Background: an optimization exercise with open tools, aiming at small area and a short achievable clock period. Do not read the settings as production practice. Only simulation tests tie the RTL to the original design; equivalence was not proved. Power is estimated from default activity; no workload was simulated.

<file path="flow/design.v">
module mul16lo(input [15:0] a, input [15:0] b, output [15:0] p);
wire one0 = b[0] ^ 1'b0;
wire two0 = (b[1] & ~b[0] & ~1'b0) | (~b[1] & b[0] & 1'b0);
wire neg0 = b[1];
wire pp0_0 = ((one0 & a[0]) | (two0 & 1'b0)) ^ neg0;
wire pp0_1 = ((one0 & a[1]) | (two0 & a[0])) ^ neg0;
wire pp0_2 = ((one0 & a[2]) | (two0 & a[1])) ^ neg0;
wire pp0_3 = ((one0 & a[3]) | (two0 & a[2])) ^ neg0;
wire pp0_4 = ((one0 & a[4]) | (two0 & a[3])) ^ neg0;
wire pp0_5 = ((one0 & a[5]) | (two0 & a[4])) ^ neg0;
wire pp0_6 = ((one0 & a[6]) | (two0 & a[5])) ^ neg0;
wire pp0_7 = ((one0 & a[7]) | (two0 & a[6])) ^ neg0;
wire pp0_8 = ((one0 & a[8]) | (two0 & a[7])) ^ neg0;
wire pp0_9 = ((one0 & a[9]) | (two0 & a[8])) ^ neg0;
wire pp0_10 = ((one0 & a[10]) | (two0 & a[9])) ^ neg0;
wire pp0_11 = ((one0 & a[11]) | (two0 & a[10])) ^ neg0;
wire pp0_12 = ((one0 & a[12]) | (two0 & a[11])) ^ neg0;
wire pp0_13 = ((one0 & a[13]) | (two0 & a[12])) ^ neg0;
wire pp0_14 = ((one0 & a[14]) | (two0 & a[13])) ^ neg0;
wire pp0_15 = ((one0 & a[15]) | (two0 & a[14])) ^ neg0;
wire one1 = b[2] ^ b[1];
wire two1 = (b[3] & ~b[2] & ~b[1]) | (~b[3] & b[2] & b[1]);
wire neg1 = b[3];
wire pp1_0 = ((one1 & a[0]) | (two1 & 1'b0)) ^ neg1;
wire pp1_1 = ((one1 & a[1]) | (two1 & a[0])) ^ neg1;
wire pp1_2 = ((one1 & a[2]) | (two1 & a[1])) ^ neg1;
wire pp1_3 = ((one1 & a[3]) | (two1 & a[2])) ^ neg1;
wire pp1_4 = ((one1 & a[4]) | (two1 & a[3])) ^ neg1;
wire pp1_5 = ((one1 & a[5]) | (two1 & a[4])) ^ neg1;
wire pp1_6 = ((one1 & a[6]) | (two1 & a[5])) ^ neg1;
wire pp1_7 = ((one1 & a[7]) | (two1 & a[6])) ^ neg1;
wire pp1_8 = ((one1 & a[8]) | (two1 & a[7])) ^ neg1;
wire pp1_9 = ((one1 & a[9]) | (two1 & a[8])) ^ neg1;
wire pp1_10 = ((one1 & a[10]) | (two1 & a[9])) ^ neg1;
wire pp1_11 = ((one1 & a[11]) | (two1 & a[10])) ^ neg1;
wire pp1_12 = ((one1 & a[12]) | (two1 & a[11])) ^ neg1;
wire pp1_13 = ((one1 & a[13]) | (two1 & a[12])) ^ neg1;
wire one2 = b[4] ^ b[3];
wire two2 = (b[5] & ~b[4] & ~b[3]) | (~b[5] & b[4] & b[3]);
wire neg2 = b[5];
wire pp2_0 = ((one2 & a[0]) | (two2 & 1'b0)) ^ neg2;
wire pp2_1 = ((one2 & a[1]) | (two2 & a[0])) ^ neg2;
wire pp2_2 = ((one2 & a[2]) | (two2 & a[1])) ^ neg2;
wire pp2_3 = ((one2 & a[3]) | (two2 & a[2])) ^ neg2;
wire pp2_4 = ((one2 & a[4]) | (two2 & a[3])) ^ neg2;
wire pp2_5 = ((one2 & a[5]) | (two2 & a[4])) ^ neg2;
wire pp2_6 = ((one2 & a[6]) | (two2 & a[5])) ^ neg2;
wire pp2_7 = ((one2 & a[7]) | (two2 & a[6])) ^ neg2;
wire pp2_8 = ((one2 & a[8]) | (two2 & a[7])) ^ neg2;
wire pp2_9 = ((one2 & a[9]) | (two2 & a[8])) ^ neg2;
wire pp2_10 = ((one2 & a[10]) | (two2 & a[9])) ^ neg2;
wire pp2_11 = ((one2 & a[11]) | (two2 & a[10])) ^ neg2;
wire one3 = b[6] ^ b[5];
wire two3 = (b[7] & ~b[6] & ~b[5]) | (~b[7] & b[6] & b[5]);
wire neg3 = b[7];
wire pp3_0 = ((one3 & a[0]) | (two3 & 1'b0)) ^ neg3;
wire pp3_1 = ((one3 & a[1]) | (two3 & a[0])) ^ neg3;
wire pp3_2 = ((one3 & a[2]) | (two3 & a[1])) ^ neg3;
wire pp3_3 = ((one3 & a[3]) | (two3 & a[2])) ^ neg3;
wire pp3_4 = ((one3 & a[4]) | (two3 & a[3])) ^ neg3;
wire pp3_5 = ((one3 & a[5]) | (two3 & a[4])) ^ neg3;
wire pp3_6 = ((one3 & a[6]) | (two3 & a[5])) ^ neg3;
wire pp3_7 = ((one3 & a[7]) | (two3 & a[6])) ^ neg3;
wire pp3_8 = ((one3 & a[8]) | (two3 & a[7])) ^ neg3;
wire pp3_9 = ((one3 & a[9]) | (two3 & a[8])) ^ neg3;
wire one4 = b[8] ^ b[7];
wire two4 = (b[9] & ~b[8] & ~b[7]) | (~b[9] & b[8] & b[7]);
wire neg4 = b[9];
wire pp4_0 = ((one4 & a[0]) | (two4 & 1'b0)) ^ neg4;
wire pp4_1 = ((one4 & a[1]) | (two4 & a[0])) ^ neg4;
wire pp4_2 = ((one4 & a[2]) | (two4 & a[1])) ^ neg4;
wire pp4_3 = ((one4 & a[3]) | (two4 & a[2])) ^ neg4;
wire pp4_4 = ((one4 & a[4]) | (two4 & a[3])) ^ neg4;
wire pp4_5 = ((one4 & a[5]) | (two4 & a[4])) ^ neg4;
wire pp4_6 = ((one4 & a[6]) | (two4 & a[5])) ^ neg4;
wire pp4_7 = ((one4 & a[7]) | (two4 & a[6])) ^ neg4;
wire one5 = b[10] ^ b[9];
wire two5 = (b[11] & ~b[10] & ~b[9]) | (~b[11] & b[10] & b[9]);
wire neg5 = b[11];
wire pp5_0 = ((one5 & a[0]) | (two5 & 1'b0)) ^ neg5;
wire pp5_1 = ((one5 & a[1]) | (two5 & a[0])) ^ neg5;
wire pp5_2 = ((one5 & a[2]) | (two5 & a[1])) ^ neg5;
wire pp5_3 = ((one5 & a[3]) | (two5 & a[2])) ^ neg5;
wire pp5_4 = ((one5 & a[4]) | (two5 & a[3])) ^ neg5;
wire pp5_5 = ((one5 & a[5]) | (two5 & a[4])) ^ neg5;
wire one6 = b[12] ^ b[11];
wire two6 = (b[13] & ~b[12] & ~b[11]) | (~b[13] & b[12] & b[11]);
wire neg6 = b[13];
wire pp6_0 = ((one6 & a[0]) | (two6 & 1'b0)) ^ neg6;
wire pp6_1 = ((one6 & a[1]) | (two6 & a[0])) ^ neg6;
wire pp6_2 = ((one6 & a[2]) | (two6 & a[1])) ^ neg6;
wire pp6_3 = ((one6 & a[3]) | (two6 & a[2])) ^ neg6;
wire one7 = b[14] ^ b[13];
wire two7 = (b[15] & ~b[14] & ~b[13]) | (~b[15] & b[14] & b[13]);
wire neg7 = b[15];
wire pp7_0 = ((one7 & a[0]) | (two7 & 1'b0)) ^ neg7;
wire pp7_1 = ((one7 & a[1]) | (two7 & a[0])) ^ neg7;
wire s1 = pp0_10 ^ pp1_8;
wire c2 = pp0_10 & pp1_8;
wire s3 = pp0_11 ^ pp1_9;
wire c4 = pp0_11 & pp1_9;
wire s5 = pp0_12 ^ pp1_10 ^ pp2_8;
wire c6 = (pp0_12 & pp1_10) | (pp0_12 & pp2_8) | (pp1_10 & pp2_8);
wire s7 = pp3_6 ^ pp4_4;
wire c8 = pp3_6 & pp4_4;
wire s9 = pp0_13 ^ pp1_11 ^ pp2_9;
wire c10 = (pp0_13 & pp1_11) | (pp0_13 & pp2_9) | (pp1_11 & pp2_9);
wire s11 = pp3_7 ^ pp4_5;
wire c12 = pp3_7 & pp4_5;
wire s13 = pp0_14 ^ pp1_12 ^ pp2_10;
wire c14 = (pp0_14 & pp1_12) | (pp0_14 & pp2_10) | (pp1_12 & pp2_10);
wire s15 = pp3_8 ^ pp4_6 ^ pp5_4;
wire c16 = (pp3_8 & pp4_6) | (pp3_8 & pp5_4) | (pp4_6 & pp5_4);
wire s17 = pp6_2 ^ pp7_0;
wire c18 = pp6_2 & pp7_0;
wire s19 = pp0_15 ^ pp1_13 ^ pp2_11;
wire c20 = (pp0_15 & pp1_13) | (pp0_15 & pp2_11) | (pp1_13 & pp2_11);
wire s21 = pp3_9 ^ pp4_7 ^ pp5_5;
wire c22 = (pp3_9 & pp4_7) | (pp3_9 & pp5_5) | (pp4_7 & pp5_5);
wire s23 = pp6_3 ^ pp7_1;
wire c24 = pp6_3 & pp7_1;
wire s25 = pp0_6 ^ pp1_4;
wire c26 = pp0_6 & pp1_4;
wire s27 = pp0_7 ^ pp1_5;
wire c28 = pp0_7 & pp1_5;
wire s29 = pp0_8 ^ pp1_6 ^ pp2_4;
wire c30 = (pp0_8 & pp1_6) | (pp0_8 & pp2_4) | (pp1_6 & pp2_4);
wire s31 = pp3_2 ^ pp4_0;
wire c32 = pp3_2 & pp4_0;
wire s33 = pp0_9 ^ pp1_7 ^ pp2_5;
wire c34 = (pp0_9 & pp1_7) | (pp0_9 & pp2_5) | (pp1_7 & pp2_5);
wire s35 = pp3_3 ^ pp4_1;
wire c36 = pp3_3 & pp4_1;
wire s37 = pp2_6 ^ pp3_4 ^ pp4_2;
wire c38 = (pp2_6 & pp3_4) | (pp2_6 & pp4_2) | (pp3_4 & pp4_2);
wire s39 = pp5_0 ^ neg5 ^ s1;
wire c40 = (pp5_0 & neg5) | (pp5_0 & s1) | (neg5 & s1);
wire s41 = pp2_7 ^ pp3_5 ^ pp4_3;
wire c42 = (pp2_7 & pp3_5) | (pp2_7 & pp4_3) | (pp3_5 & pp4_3);
wire s43 = pp5_1 ^ s3 ^ c2;
wire c44 = (pp5_1 & s3) | (pp5_1 & c2) | (s3 & c2);
wire s45 = pp5_2 ^ pp6_0 ^ neg6;
wire c46 = (pp5_2 & pp6_0) | (pp5_2 & neg6) | (pp6_0 & neg6);
wire s47 = s5 ^ s7 ^ c4;
wire c48 = (s5 & s7) | (s5 & c4) | (s7 & c4);
wire s49 = pp5_3 ^ pp6_1 ^ s9;
wire c50 = (pp5_3 & pp6_1) | (pp5_3 & s9) | (pp6_1 & s9);
wire s51 = s11 ^ c6 ^ c8;
wire c52 = (s11 & c6) | (s11 & c8) | (c6 & c8);
wire s53 = neg7 ^ s13 ^ s15;
wire c54 = (neg7 & s13) | (neg7 & s15) | (s13 & s15);
wire s55 = s17 ^ c10 ^ c12;
wire c56 = (s17 & c10) | (s17 & c12) | (c10 & c12);
wire s57 = s19 ^ s21 ^ s23;
wire c58 = (s19 & s21) | (s19 & s23) | (s21 & s23);
wire s59 = c14 ^ c16 ^ c18;
wire c60 = (c14 & c16) | (c14 & c18) | (c16 & c18);
wire s61 = pp0_4 ^ pp1_2;
wire c62 = pp0_4 & pp1_2;
wire s63 = pp0_5 ^ pp1_3;
wire c64 = pp0_5 & pp1_3;
wire s65 = pp2_2 ^ pp3_0 ^ neg3;
wire c66 = (pp2_2 & pp3_0) | (pp2_2 & neg3) | (pp3_0 & neg3);
wire s67 = pp2_3 ^ pp3_1 ^ s27;
wire c68 = (pp2_3 & pp3_1) | (pp2_3 & s27) | (pp3_1 & s27);
wire s69 = neg4 ^ s29 ^ s31;
wire c70 = (neg4 & s29) | (neg4 & s31) | (s29 & s31);
wire s71 = s33 ^ s35 ^ c30;
wire c72 = (s33 & s35) | (s33 & c30) | (s35 & c30);
wire s73 = s37 ^ s39 ^ c34;
wire c74 = (s37 & s39) | (s37 & c34) | (s39 & c34);
wire s75 = s41 ^ s43 ^ c38;
wire c76 = (s41 & s43) | (s41 & c38) | (s43 & c38);
wire s77 = s45 ^ s47 ^ c42;
wire c78 = (s45 & s47) | (s45 & c42) | (s47 & c42);
wire s79 = s49 ^ s51 ^ c46;
wire c80 = (s49 & s51) | (s49 & c46) | (s51 & c46);
wire s81 = s53 ^ s55 ^ c50;
wire c82 = (s53 & s55) | (s53 & c50) | (s55 & c50);
wire s83 = s57 ^ s59 ^ c54;
wire c84 = (s57 & s59) | (s57 & c54) | (s59 & c54);
wire s85 = pp0_2 ^ pp1_0;
wire c86 = pp0_2 & pp1_0;
wire s87 = pp0_3 ^ pp1_1;
wire c88 = pp0_3 & pp1_1;
wire s89 = pp2_0 ^ neg2 ^ s61;
wire c90 = (pp2_0 & neg2) | (pp2_0 & s61) | (neg2 & s61);
wire s91 = pp2_1 ^ s63 ^ c62;
wire c92 = (pp2_1 & s63) | (pp2_1 & c62) | (s63 & c62);
wire s93 = s25 ^ s65 ^ c64;
wire c94 = (s25 & s65) | (s25 & c64) | (s65 & c64);
wire s95 = c26 ^ s67 ^ c66;
wire c96 = (c26 & s67) | (c26 & c66) | (s67 & c66);
wire s97 = c28 ^ s69 ^ c68;
wire c98 = (c28 & s69) | (c28 & c68) | (s69 & c68);
wire s99 = c32 ^ s71 ^ c70;
wire c100 = (c32 & s71) | (c32 & c70) | (s71 & c70);
wire s101 = c36 ^ s73 ^ c72;
wire c102 = (c36 & s73) | (c36 & c72) | (s73 & c72);
wire s103 = c40 ^ s75 ^ c74;
wire c104 = (c40 & s75) | (c40 & c74) | (s75 & c74);
wire s105 = c44 ^ s77 ^ c76;
wire c106 = (c44 & s77) | (c44 & c76) | (s77 & c76);
wire s107 = c48 ^ s79 ^ c78;
wire c108 = (c48 & s79) | (c48 & c78) | (s79 & c78);
wire s109 = c52 ^ s81 ^ c80;
wire c110 = (c52 & s81) | (c52 & c80) | (s81 & c80);
wire s111 = c56 ^ s83 ^ c82;
wire c112 = (c56 & s83) | (c56 & c82) | (s83 & c82);
wire [15:0] r0 = {s111, s109, s107, s105, s103, s101, s99, s97, s95, s93, s91, s89, s87, neg1, pp0_1, pp0_0};
wire [15:0] r1 = {c110, c108, c106, c104, c102, c100, c98, c96, c94, c92, c90, c88, c86, s85, 1'b0, neg0};
assign p = r0 + r1;
endmodule
`timescale 1ns / 1ps
module risc_core(
    input clk,
    input rst,
    output [15:0] imem_addr,
    input  [15:0] imem_data,
    output [15:0] dmem_addr,
    output [15:0] dmem_wdata,
    output dmem_we,
    output dmem_re,
    output io_we,
    input  [15:0] dmem_rdata,
    input  mem_ready
    );
reg [15:0] pc;
reg [15:0] ir;
reg [7:0]  d_imm;
reg [3:0]  d_wr, d_rr1, d_rr2;
reg        cd_alusrc, cd_memwe, cd_load, cd_rfwe, cd_forget;
reg [3:0]  cd_aluop;
reg [7:0]  e_imm;
reg [15:0] e_op1, e_op2;
reg [3:0]  e_wr;
reg        ce_alusrc, ce_memwe, ce_load, ce_rfwe;
reg [3:0]  ce_aluop;
reg [15:0] m_op2, m_y;
reg [3:0]  m_wr;
reg        cm_memwe, cm_load, cm_rfwe;
reg [1:0]  bank;
reg [1:0]  bp;
reg        hz;
reg [15:0] rf [1:14];
wire mr = mem_ready;
wire [3:0] op = ir[15:12];
wire op_i    = op[3] & ~(op[2] & op[1] & op[0]) & ~(op[2] & op[1] & ~op[0]) & ~(~op[2] & op[1] & op[0]);  
wire op_j    = op[3] & op[2] & op[1];                   
wire op_beq  = (op == 4'd13);
wire b_taken = bp[0] ^ bp[1];
wire pc_src  = op_j | (op_beq & b_taken);               
wire       n_alusrc = (op == 4'd8) | (op == 4'd9) | (op == 4'd10) | (op == 4'd12);
wire [3:0] n_aluop  = (~op[3] | op == 4'd11) ? op :
                      (op == 4'd12) ? 4'b1100 :
                      (op == 4'd13) ? 4'b1111 : 4'b0000;
wire       n_memwe  = (op == 4'd9);
wire       n_load   = (op == 4'd10);
wire       n_rfwe   = ~op[3] | (op == 4'd8) | (op == 4'd10) | (op == 4'd11) | (op == 4'd12);
wire       n_forget = (op == 4'd3) | (op == 4'd8) | (op == 4'd10);
wire bank_en = (cd_aluop == 4'b0011) & op[3] & ~(op[2] & op[1]);
wire [1:0] bank_q = bank + {1'b0, bank_en};
wire l = ce_load & ((d_rr1 == e_wr) | ((d_rr2 == e_wr) & ~cd_forget));
wire stall_ld = hz | ~l;            
wire sd = (m_op2 != 16'h0a18);      
wire [15:0] e_simm = {{8{e_imm[7]}}, e_imm};
wire [15:0] alu_b  = ce_alusrc ? e_simm : e_op2;
wire [15:0] sum    = e_op1 + alu_b;
wire [15:0] diff   = e_op1 - e_op2;
wire [15:0] prod;
mul16lo mul(.a(e_op1), .b(e_op2), .p(prod));
wire slt = (e_op1[15] ^ e_op2[15]) ? e_op1[15] : diff[15];
reg  [15:0] y;
always @(*)
case (ce_aluop)
    4'b0000: y = sum;
    4'b0001: y = diff;
    4'b0010: y = prod;
    4'b0011: y = {e_op1[15], e_op1[15:1]};
    4'b0100: y = {15'b0, slt};
    4'b0101: y = e_op1 ^ e_op2;
    4'b0110: y = e_op1 | e_op2;
    4'b0111: y = e_op1 & e_op2;
    4'b1100: y = {e_imm, 8'b0};
    4'b1111: y = e_op1 ^ e_op2;
    default: y = 16'b0;
endcase
wire alu_z = (ce_aluop == 4'b1111) & (e_op1 == e_op2);
wire nz    = |ce_aluop;
wire flush_nt = b_taken & ~alu_z & nz;
wire flush_t  = (~b_taken & alu_z) | flush_nt;
reg [1:0] bp_n;
always @(*)
case (bp)
    2'b00: bp_n = alu_z ? 2'b11 : 2'b00;
    2'b11: bp_n = alu_z ? 2'b01 : (nz ? 2'b00 : 2'b11);
    2'b01: bp_n = alu_z ? 2'b10 : (nz ? 2'b11 : 2'b01);
    default: bp_n = alu_z ? 2'b10 : (nz ? 2'b01 : 2'b10);
endcase
wire [15:0] off = op_j ? {{4{ir[11]}}, ir[11:0]} : {{8{ir[7]}}, ir[7:0]};
wire [15:0] pc_in = flush_nt ? pc + ~e_simm :
                    flush_t  ? pc + e_simm - 16'd2 :
                    pc_src   ? pc + off : pc + 16'd1;
wire [15:0] rd1 = (d_rr1 == 4'd0) ? 16'h0000 : (d_rr1 == 4'd15) ? 16'hffff : rf[d_rr1];
wire [15:0] rd2 = (d_rr2 == 4'd0) ? 16'h0000 : (d_rr2 == 4'd15) ? 16'hffff : rf[d_rr2];
wire [15:0] m_fwd = cm_load ? dmem_rdata : m_y;
wire [15:0] fwd1 = (d_rr1 == e_wr & ce_rfwe) ? y :
                   (d_rr1 == m_wr & cm_rfwe) ? m_fwd : rd1;
wire [15:0] fwd2 = (d_rr2 == e_wr & ~cd_forget & ce_rfwe) ? y :
                   (d_rr2 == m_wr & ~cd_forget & cm_rfwe) ? m_fwd : rd2;
always @(posedge clk) begin
    if (rst) pc <= 16'b0;
    else if (stall_ld & sd & mr) pc <= pc_in;
    if (rst | flush_t | pc_src) ir <= 16'b0;
    else if (stall_ld & mr) ir <= imem_data;
    if (rst | flush_t) begin
        d_imm <= 8'b0; d_wr <= 4'b0; d_rr1 <= 4'b0; d_rr2 <= 4'b0;
    end else if (stall_ld & mr) begin
        d_imm <= ir[7:0];
        d_wr  <= op_i ? {2'b0, ir[9:8]} : ir[3:0];
        d_rr1 <= op_i ? {bank_q, ir[11:10]} : ir[11:8];
        d_rr2 <= op_i ? {bank_q, ir[9:8]} : ir[7:4];
    end
    if (rst | flush_t) begin
        cd_alusrc <= 1'b0; cd_aluop <= 4'b0; cd_memwe <= 1'b0;
        cd_load <= 1'b0; cd_rfwe <= 1'b0; cd_forget <= 1'b0;
    end else if (stall_ld) begin
        cd_alusrc <= n_alusrc; cd_aluop <= n_aluop; cd_memwe <= n_memwe;
        cd_load <= n_load; cd_rfwe <= n_rfwe; cd_forget <= n_forget;
    end
    if (rst | flush_t) begin
        e_imm <= 8'b0; e_op1 <= 16'b0; e_op2 <= 16'b0; e_wr <= 4'b0;
    end else if (mr) begin
        e_imm <= d_imm; e_op1 <= fwd1; e_op2 <= fwd2; e_wr <= d_wr;
    end
    if (rst | flush_t | ~stall_ld) begin
        ce_alusrc <= 1'b0; ce_aluop <= 4'b0; ce_memwe <= 1'b0;
        ce_load <= 1'b0; ce_rfwe <= 1'b0;
    end else begin
        ce_alusrc <= cd_alusrc; ce_aluop <= cd_aluop; ce_memwe <= cd_memwe;
        ce_load <= cd_load; ce_rfwe <= cd_rfwe;
    end
    if (rst) begin
        m_op2 <= 16'b0; m_y <= 16'b0; m_wr <= 4'b0;
    end else if (sd & mr) begin
        m_op2 <= e_op2; m_y <= y; m_wr <= e_wr;
    end
    if (rst) begin
        cm_memwe <= 1'b0; cm_load <= 1'b0; cm_rfwe <= 1'b0;
    end else begin
        cm_memwe <= ce_memwe; cm_load <= ce_load; cm_rfwe <= ce_rfwe;
    end
    if (rst) bank <= 2'b0;
    else bank <= bank_q;
    if (rst) bp <= 2'b0;
    else bp <= bp_n;
    if (rst) hz <= 1'b0;
    else hz <= ~hz & l;
end
wire        rf_we = cm_rfwe & mr;
wire [15:0] rf_wd = rst ? 16'b0 : m_fwd;
genvar gi;
generate for (gi = 1; gi < 15; gi = gi + 1) begin : g_rf
    always @(posedge clk)
        if (rst | (rf_we & (m_wr == gi))) rf[gi] <= rf_wd;
end endgenerate
assign imem_addr  = pc;
assign dmem_addr  = m_y;
assign dmem_wdata = m_op2;
assign dmem_we    = cm_memwe & ~(&m_y[15:13]);
assign io_we      = cm_memwe & (&m_y[15:13]);
assign dmem_re    = cm_load;
endmodule
</file>
<file path="flow/run.sh">
#!/bin/bash
# synth_recipe.tcl (not shown) runs the flow's synth.tcl, then flattens the netlist and writes it again
# the make line also repeats each setting of config.mk as NAME=value (left out here)
make -C /OpenROAD-flow-scripts/flow DESIGN_CONFIG=/design/flow/config.mk WORK_HOME=/design/flow/orfs CLKGATE_MAP_FILE= SYNTH_SCRIPT=/design/flow/synth_recipe.tcl finish
</file>
<file path="flow/config.mk">
export PLATFORM = sky130hd
export DESIGN_NAME = risc_core
export DESIGN_NICKNAME = risc_core
export VERILOG_FILES = /design/flow/design.v
export SDC_FILE = /design/flow/constraint.sdc
export NUM_CORES = 4
export LEC_CHECK = 0
export CAP_MARGIN = 20
export CORE_MARGIN = 2
export CORE_UTILIZATION = 40
export SLEW_MARGIN = 20
</file>
<file path="flow/constraint.sdc">
create_clock -name core_clock -period 12.0 [get_ports {clk}]
set_input_delay 2.4000 -clock core_clock [delete_from_list [all_inputs] [get_ports {clk}]]
set_output_delay 2.4000 -clock core_clock [all_outputs]
set_load 0.01 [all_outputs]
</file>
==> qor.yml, run 1 <==
irDropWorstVdd_uv: 125
reg2reg_from: "e_op2[3]"
cp_slowest_stage_delay_ns: 0.57
relSlewSlack: 0.215
yosysTopAreaCell: "edfxtp_1"
synth_compound_area_frac: 0.253
finalMaxSlewViolations: 0
grt_pass1_vias: 23829
p_leak_nw: 10.7
initial_utilization: 0.404
path_class: "reg2reg"
groute.usage.overall: 0.289
startpoint_type: "flip-flop"
post_cts_resize_count: 0
ys_seq_elements: 381
cts-htree-levels: 2
async_flop_share: 0
hold_ws_ns: 0.454
gr-total-overflow: 0
ys_top_cells_by_area: "edfxtp_1, dfxtp_1, ha_1, a21oi_1, nand2_1"
dr.pass1.iters: 6
synth_cells: 3080
n_antenna_cell: 0
holdBufCountCts: 0
finalHoldViolations: 0
totalWireLength_um: 102000
hpwl_um: 68600
syn_avg_cell_area_um2: 8.61
worstSetupEndpointType: "flip-flop"
worst-path-max-fanout: 64
vias: 25260
worst_ep_arrival_time_ns: 6.68
cts.clk_slew.worst_paths_ns: 0.06
antenna_found_initial: 0
fp.dieH_um: 262
rsz0062_at_grt: "false"
ys_types: 82
reg2reg_to: "e_op1[15]"
wl_per_cell_um: 25.8
required_ns: 12.42
slowest_stage: "inv_1"
numClockSinks: 381
drv_cap: 0
seq_area_mm2: 0.00988
synth_area_mm2: 0.0265
fill_cells: 6354
rows: 94
grt_max_degree: 76
status: "complete, no violations"
hold_path.startpoint: "cd_alusrc"
holdPathEnd: "ce_alusrc"
drive_above_1_share: 0.0674
ys_seq_area_frac: 0.372
core-area_mm2: 0.0657
fin_tns_setup_ns: 0
yosys.area_share.simple: 0.153
max_freq_ghz: 0.160
hold_path.class: "reg2reg"
fin_worst_skew_ns: 0.0184
grt_pass1_wl_um: 150000
synth.top_cell.area_share: 0.254
worstSkewPairLatency_ns: 0.58
numCtsBuffers: 43
drt_iter0_markers: 3410
post_cts_buffers: 0
nNetsFinal: 3280
hold_depth: 1
r2r_cells: 21
portBuffers: 85
drc: 0
fp.dieW_um: 262
synth_enable_flop_cells: 224
worstMarginPinSlew_ns: 1.18
ant_nets: 0
routabilityCongestion: 1.01
path_cells: "buf_4 > inv_1 > nor3_1 > a21oi_1 > o22ai_1 > a21oi_1 > fa_1 > fa_1 > inv_1 > fa_1 > fa_1 > xor2_1 > xnor2_1 > xnor2_1 > xnor2_1 > xnor3_1 > xnor2_1 > xnor2_1 > a211o_1 > o211ai_1 > a21oi_1"
io_pins: 86
multi_input_area_mm2: 0.0154
synthesis.nets: 3307
dieArea_mm2: 0.0684
synth_adder_area_share: 0.102
synth_top_family_by_area: "compound AO/OA/AOI/OAI gates"
finalCritPeriodShare: 0.521
finalSetupViolCount: 0
crit_top_cell: "xnor2_1"
synth-xor-area-share: 0.0411
synth_mux_area_frac: 0.0206
areaGrowthSynthToFinish_pct: 12.3
cts_buffer_depth: 3
cts_tree: "yes"
layout_min_cycle_time_ns: 6.25
via_per_inst: 6.39
ys.flop_type: "edfxtp_1"
yosys_warnings: 18
p_per_area_mw_per_mm2: 136
cts_root_buf: "clkbuf_16"
rrSetupSlack_ns: 5.75
==> state kept, by name, summed over array words and instances (netlist names), 2 cells and up <==
| register | count |
|---|---|
| bank | 2 |
| bp | 2 |
| cd_aluop | 4 |
| ce_aluop | 4 |
| d_imm | 8 |
| d_rr1 | 4 |
| d_rr2 | 4 |
| d_wr | 4 |
| e_imm | 8 |
| e_op1 | 16 |
| e_op2 | 16 |
| e_wr | 4 |
| ir | 16 |
| m_op2 | 16 |
| m_wr | 4 |
| m_y | 16 |
| pc | 16 |
| rf | 224 |
==> per-stage QoR <==
step                      cell area (µm²)  power [mW]   util  cells  setup WS [ns]
after CTS                           29800        4.04  0.453   3951           5.83
after global routing                29800        4.22  0.453   3951           5.39
final                               29800        4.05  0.453   3951           5.75
after global placement              28400        2.69  0.431   3871           5.94
after floorplan                     26500        2.33      -   3080           6.68
after detailed placement            28400        2.70  0.431   3872           5.84
==> synth_stat cells (37+ instances only) <==
cell and n:
a21oi_1 346, a221oi_1 56, a22o_1 37, a22oi_1 108
clkbuf_1 175, dfxtp_1 157, edfxtp_1 224, fa_1 38
ha_1 154, inv_1 161, mux2i_1 49, nand2_1 323
nand3_1 78, nor2_1 222, nor3_1 50, o211ai_1 38
o21ai_0 196, o22ai_1 40, xnor2_1 89
==> worst max-delay path: cells and delay by family (launching register included) <==
| family | cells | cell delay, ns |
|---|---|---|
| DFF | 1 | 0.31 |
| and+or+nand+nor | 1 | 0.34 |
| xor gates and xnor gates | 7 | 1.38 |
| buffers and inverters | 3 | 1.16 |
| adders and majority gates | 4 | 1.90 |
| AOI/OAI and AO/OA | 6 | 0.95 |
==> cells in the final DEF, fill, tap and decap left out, types with 37 or more instances in the layout <==
cell type / synthesis / final
a21oi_1: 346 / 345
a22o_1: 37 / 37
ha_1: 154 / 154
clkbuf_16: 0 / 45
o21ai_0: 196 / 188
nor2_1: 222 / 218
clkdlybuf4s50_1: 0 / 83
o211ai_1: 38 / 38
dfxtp_1: 157 / 152
a221oi_1: 56 / 56
nand2_1: 323 / 323
nor3_1: 50 / 46
o22ai_1: 40 / 40
a22oi_1: 108 / 108
inv_1: 161 / 161
edfxtp_1: 224 / 224
buf_4: 2 / 76
fa_1: 38 / 38
mux2i_1: 49 / 49
nand3_1: 78 / 78
xnor2_1: 89 / 89
==> worst max path at each step <==
| stage | endpoint | depth (start not counted) | slack [ns] | startpoint |
|---|---|---|---|---|
| floorplan | e_op1[15] | 19 | 6.68 | e_op2[3] |
| global placement | e_op1[15] | 21 | 5.94 | e_op2[3] |
| detailed placement | e_op1[15] | 21 | 5.84 | e_op2[3] |
| CTS | e_op1[15] | 21 | 5.83 | e_op2[3] |
| global route | e_op1[15] | 21 | 5.39 | e_op2[3] |
| finish | e_op1[15] | 21 | 5.75 | e_op2[3] |
==> layer usage <==
metal  track usage  vias up  wire length, µm
met1         0.385    12079            40200
met2         0.456     1561            45400
met5      0.000694        -                0
met3        0.0642      332            11700
li1              -    11288                -
met4         0.118        0             4560
==> kinds of logic after synthesis <==
family / after synthesis
buffers and inverters: 400
AO/OA/AOI/OAI: 1056
XOR/XNOR: 123
adder cells (fa/ha/maj): 193
multiplexers: 54
AND/OR/NAND/NOR: 873
flip-flops: 381
==> area by class of cell <==
cell class                 instances  area share
multi-input combinational       2299       0.516
inverter                         167      0.0210
tap                              864      0.0363
clock buffer                      58      0.0411
clock inverter                    21     0.00680
sequential                       381       0.332
timing repair buffer             161      0.0473
==> report_power, final <==
group	switching, mW	total (mW)	leakage, nW	internal [mW]
logic	0.732	1.15	6.44	0.421
clock network	0.552	1.34	0.700	0.783
registers	0.0877	1.56	3.59	1.47
==> run 2: changes to the inputs <==
--- a/flow/design.v
+++ b/flow/design.v
@@ -265,8 +265,10 @@
 wire sd = (m_op2 != 16'h0a18);      
 wire [15:0] e_simm = {{8{e_imm[7]}}, e_imm};
 wire [15:0] alu_b  = ce_alusrc ? e_simm : e_op2;
-wire [15:0] sum    = e_op1 + alu_b;
-wire [15:0] diff   = e_op1 - e_op2;
+wire        alu_sub = (ce_aluop == 4'b0001) | (ce_aluop == 4'b0100);
+wire [15:0] addend  = alu_sub ? ~e_op2 : alu_b;
+wire [15:0] sum     = e_op1 + addend + {15'b0, alu_sub};
+wire [15:0] diff    = sum;
 wire [15:0] prod;
 mul16lo mul(.a(e_op1), .b(e_op2), .p(prod));
 wire slt = (e_op1[15] ^ e_op2[15]) ? e_op1[15] : diff[15];
@@ -298,9 +300,9 @@
     default: bp_n = alu_z ? 2'b10 : (nz ? 2'b01 : 2'b10);
 endcase
 wire [15:0] off = op_j ? {{4{ir[11]}}, ir[11:0]} : {{8{ir[7]}}, ir[7:0]};
-wire [15:0] pc_in = flush_nt ? pc + ~e_simm :
-                    flush_t  ? pc + e_simm - 16'd2 :
-                    pc_src   ? pc + off : pc + 16'd1;
+wire [15:0] k_dec = pc_src ? off : 16'd1;
+wire [15:0] k_exe = b_taken ? ~e_simm : e_simm - 16'd2;
+wire [15:0] pc_in = pc + (flush_t ? k_exe : k_dec);
 wire [15:0] rd1 = (d_rr1 == 4'd0) ? 16'h0000 : (d_rr1 == 4'd15) ? 16'hffff : rf[d_rr1];
 wire [15:0] rd2 = (d_rr2 == 4'd0) ? 16'h0000 : (d_rr2 == 4'd15) ? 16'hffff : rf[d_rr2];
 wire [15:0] m_fwd = cm_load ? dmem_rdata : m_y;
@@ -357,12 +359,12 @@
     if (rst) hz <= 1'b0;
     else hz <= ~hz & l;
 end
-wire        rf_we = cm_rfwe & mr;
 wire [15:0] rf_wd = rst ? 16'b0 : m_fwd;
 genvar gi;
 generate for (gi = 1; gi < 15; gi = gi + 1) begin : g_rf
+    wire sel = cm_rfwe & (m_wr == gi);
     always @(posedge clk)
-        if (rst | (rf_we & (m_wr == gi))) rf[gi] <= rf_wd;
+        if (rst | (sel & mr)) rf[gi] <= rf_wd;
 end endgenerate
 assign imem_addr  = pc;
 assign dmem_addr  = m_y;
==> run 2 against run 1 <==
  * Final area decreased by 3.6%
  * Sequential share of layout area increased by 1.3 points
  * Utilization is 0.29 points higher
  * Combinational power up 18%
  * Die area decreased by 4.0%
  * Setup slack lost 0.19 ns
  * Final cell count fell by 4.4%
  * Highest routed layer is now met5
  * Clock power is essentially flat
  * Sequential power about the same
  * First-iteration DRC count rose by 5.0%
==> qor.yml, run 2 <==
p_leak_nw: 10.3  # -4.1%
grt_max_degree: 73  # -3.9%
crit_top_cell: "xnor2_1"
synth_cells: 2936  # -4.7%
fp.dieH_um: 256  # -2.0%
worstMarginPinSlew_ns: 1.25  # +0.0766 ns
worstSetupEndpointType: "flip-flop"
holdBufCountCts: 0  # unchanged
rows: 92  # -2.1%
finish.utilization: 0.456  # +0.00286
reg2reg_to: "e_op1[15]"
areaGrowthSynthToFinish_pct: 12.8
rrSetupSlack_ns: 5.56  # -0.19 ns
path_class: "reg2reg"
synth_compound_area_frac: 0.250  # -0.00330
post_cts_resize_count: 0  # unchanged
path_cells: "buf_4 > clkinv_1 > nor3_1 > a21oi_1 > o22ai_1 > a21oi_1 > fa_1 > fa_1 > inv_1 > fa_1 > fa_1 > xnor2_1 > xnor2_1 > xnor2_1 > xnor2_1 > xnor3_1 > xnor2_1 > mux2i_1 > a41oi_1"
status: "complete, no violations"
cts.clk_slew.worst_paths_ns: 0.08  # +0.02 ns
n_antenna_cell: 0  # unchanged
gr-total-overflow: 0  # unchanged
grt_pass1_wl_um: 158000  # +5.0%
hpwl_um: 74800  # +9.0%
syn_avg_cell_area_um2: 8.67  # +0.61%
synth-xor-area-share: 0.0325  # -0.00857
cts-htree-levels: 2  # unchanged
fin_tns_setup_ns: 0  # unchanged
dieArea_mm2: 0.0657  # -4.0%
synth_top_family_by_area: "compound AO/OA/AOI/OAI gates"
synth.top_cell.area_share: 0.264  # +0.0108
slowest_stage: "clkinv_1"
drt_iter0_markers: 3581  # +5.0%
finalCritPeriodShare: 0.537  # +0.0156
initial_utilization: 0.404  # +0.000571
fp.dieW_um: 256  # -2.0%
groute.usage.overall: 0.319  # +0.0298
hold_depth: 2  # +1
via_per_inst: 6.55  # +2.4%
ys.flop_type: "edfxtp_1"
holdPathEnd: "d_wr[2]"
ant_nets: 0  # unchanged
routabilityCongestion: 1.05  # +4.1%
finalHoldViolations: 0  # unchanged
nNetsFinal: 3065  # -6.6%
final_cell_mix: "nand2_1, a21oi_1, edfxtp_1"
core-area_mm2: 0.0630  # -4.2%
dr.pass1.iters: 9  # +3
required_ns: 12.43  # about the same
layout_commonest_cell: "nand2_1"
instances_no_fill: 3778  # -4.4%
antenna_found_initial: 3  # +3
post_cts_buffers: 0  # unchanged
timing.critical_path.buf_inv: 3  # unchanged
synth_adder_area_share: 0.0742  # -0.0274
relSlewSlack: 0.158  # -0.0575
worst-path-max-fanout: 63  # -1.6%
drc: 0  # unchanged
cts_root_buf: "clkbuf_16"
totalWireLength_um: 109000  # +6.9%
async_flop_share: 0  # unchanged
drv_cap: 0  # unchanged
synth_enable_flop_cells: 224  # unchanged
wl_per_cell_um: 28.8  # +12%
io_pins: 86  # unchanged
layout_min_cycle_time_ns: 6.44  # +0.187 ns
largest_reg_flops: 224  # unchanged
finalMaxSlewViolations: 0  # unchanged
dp_cells: 3700  # -4.4%
yosysTopAreaCell: "edfxtp_1"
worstSkewPairLatency_ns: 0.60  # +0.02 ns
synth_mux_area_frac: 0.0336  # +0.0130
regMostFlops: "rf"
ys_seq_elements: 381  # unchanged
hold_path.startpoint: "d_wr[2]"
portBuffers: 85  # unchanged
irDropWorstVdd_uv: 116  # -7.2%
ys_top_cells_by_area: "edfxtp_1, dfxtp_1, a21oi_1, nand2_1, ha_1"
hold_ws_ns: 0.456  # +0.00158 ns
startpoint_type: "flip-flop"
fin_worst_skew_ns: 0.0377  # +0.0193 ns
cp_slowest_stage_delay_ns: 0.75  # +0.18 ns
vias: 24729  # -2.1%
synth_most_common_cell: "nand2_1"
critPathTopFamily: "adder cells"
numCtsBuffers: 44  # +2.3%
worst_ep_arrival_time_ns: 6.87  # +0.19 ns
yosys_warnings: 18  # unchanged
rsz0062_at_grt: "false"
fill_cells: 6071  # -4.5%
ys_seq_area_frac: 0.388  # +0.0159
finalSetupViolCount: 0  # unchanged
synthesis.nets: 3101  # -6.2%
hold_path.class: "reg2reg"
ys_types: 89  # +8.5%
reg2reg_from: "e_op2[3]"
r2r_cells: 19  # -9.5%
cts_buffer_depth: 3  # unchanged
numClockSinks: 381  # unchanged
p_per_area_mw_per_mm2: 149  # +9.6%
yosys.area_share.simple: 0.164  # +0.0115
pre_cts_ws_ns: 5.65  # -0.188 ns
max_freq_ghz: 0.155  # -2.9%
setup_slack_ns: 5.56  # -0.187 ns
cts_tree: "yes"
drive_above_1_share: 0.0808  # +0.0135
synth_area_mm2: 0.0254  # -4.1%
grt_pass1_vias: 23184  # -2.7%
synth_commonest_cells: "nand2_1, a21oi_1, edfxtp_1, nor2_1, clkbuf_1"
==> run 2: kinds of logic (layout without fill, tap and decap cells) <==
| kind of cell | count (synthesis) | after routing |
|---|---|---|
| AO/OA/AOI/OAI | 985 | 985 |
| AND/OR/NAND/NOR | 896 | 896 |
| buffers and inverters | 371 | 367 |
| XOR/XNOR | 93 | 93 |
| adder cells (fa/ha/maj) | 130 | 130 |
| flip-flops | 381 | 381 |
| multiplexers | 80 | 80 |
==> run 2: routing by layer <==
layer	vias to the layer above	part of all wire	GRT usage	wire length [µm]
met3	428	0.11	0.0819	11600
met1	11914	0.37	0.389	40400
met5	-	0.00011	0	12
li1	10793	-	-	-
met4	2	0.072	0.196	7810
met2	1592	0.45	0.506	49000
==> run 2: layout make-up <==
cell class,instances,area [µm²],share of cell area
tap,846,1060,0.0369
inverter,119,447,0.0156
timing repair buffer,170,1480,0.0514
clock buffer,50,1130,0.0395
multi-input combinational,2184,14400,0.503
sequential,381,9880,0.344
clock inverter,28,280,0.00976
==> run 2: through the flow <==
step | cell area, µm² | total power [mW]
2_1_floorplan | 25400 | 2.42
3_3_place_gp | 27300 | 2.87
3_5_place_dp | 27300 | 2.89
4_1_cts | 28700 | 4.24
5_1_grt | 28700 | 4.43
6_report | 28700 | 4.28
==> run 2: worst max-delay path by stage <==
stage / from / endpoint / slack (ns) / cells after the start
3_3_place_gp: e_op2[3] / e_op1[15] / 5.68 / 19
5_1_grt: e_op2[3] / e_op1[15] / 5.24 / 19
2_1_floorplan: e_op2[10] / e_op1[15] / 6.83 / 20
3_5_place_dp: e_op2[3] / e_op1[15] / 5.65 / 19
6_report: e_op2[3] / e_op1[15] / 5.56 / 19
4_1_cts: e_op2[3] / e_op1[15] / 5.60 / 19
==> run 2: power by group <==
group	total [mW]	internal (mW)	leakage [nW]	switching, mW
registers	1.57	1.48	3.59	0.0864
clock network	1.35	0.768	0.691	0.585
logic	1.36	0.479	6.01	0.878
total	4.28	2.73	10.3	1.55
==> run 2: worst reg2reg max path: stages (launching register included) <==
cell and delay (ns):
dfxtp_2 0.32, buf_4 0.52, clkinv_1 0.75, nor3_1 0.37, a21oi_1 0.06, o22ai_1 0.16, a21oi_1 0.09, fa_1 0.53
fa_1 0.50, inv_1 0.05, fa_1 0.45, fa_1 0.43, xnor2_1 0.19, xnor2_1 0.15, xnor2_1 0.15, xnor2_1 0.15
xnor3_1 0.43, xnor2_1 0.39, mux2i_1 0.41, a41oi_1 0.16

-- separate check: timing with driven ports --
The results above use ideal ports. As a check the final layouts listed here were re-extracted and re-timed, cells and wires unchanged. Step 1, drivers: a clkbuf_16 drives clk and a buf_2 each remaining input, both assumed. Step 2 moves the port delays by t, midway between the first and last clock arrival at a register: inputs arrive t later, outputs are due t later. That takes back most of the time a late clock gives input paths. Slacks: ideal / step 1 / step 2; pairs: ideal / step 1.
run | t (ns) | slack for setup (ns) | worst setup path at the end | slew at the worst register clock pin (ns) | pins driven straight from the clock port
run 1 | 0.627 | 5.748 / 5.748 / 5.748 | register to register | 0.07 / 0.07 | 1
run 2 | 0.645 | 5.561 / 5.561 / 5.561 | register to register | 0.08 / 0.08 | 1
After both steps every run listed still meets setup and hold.
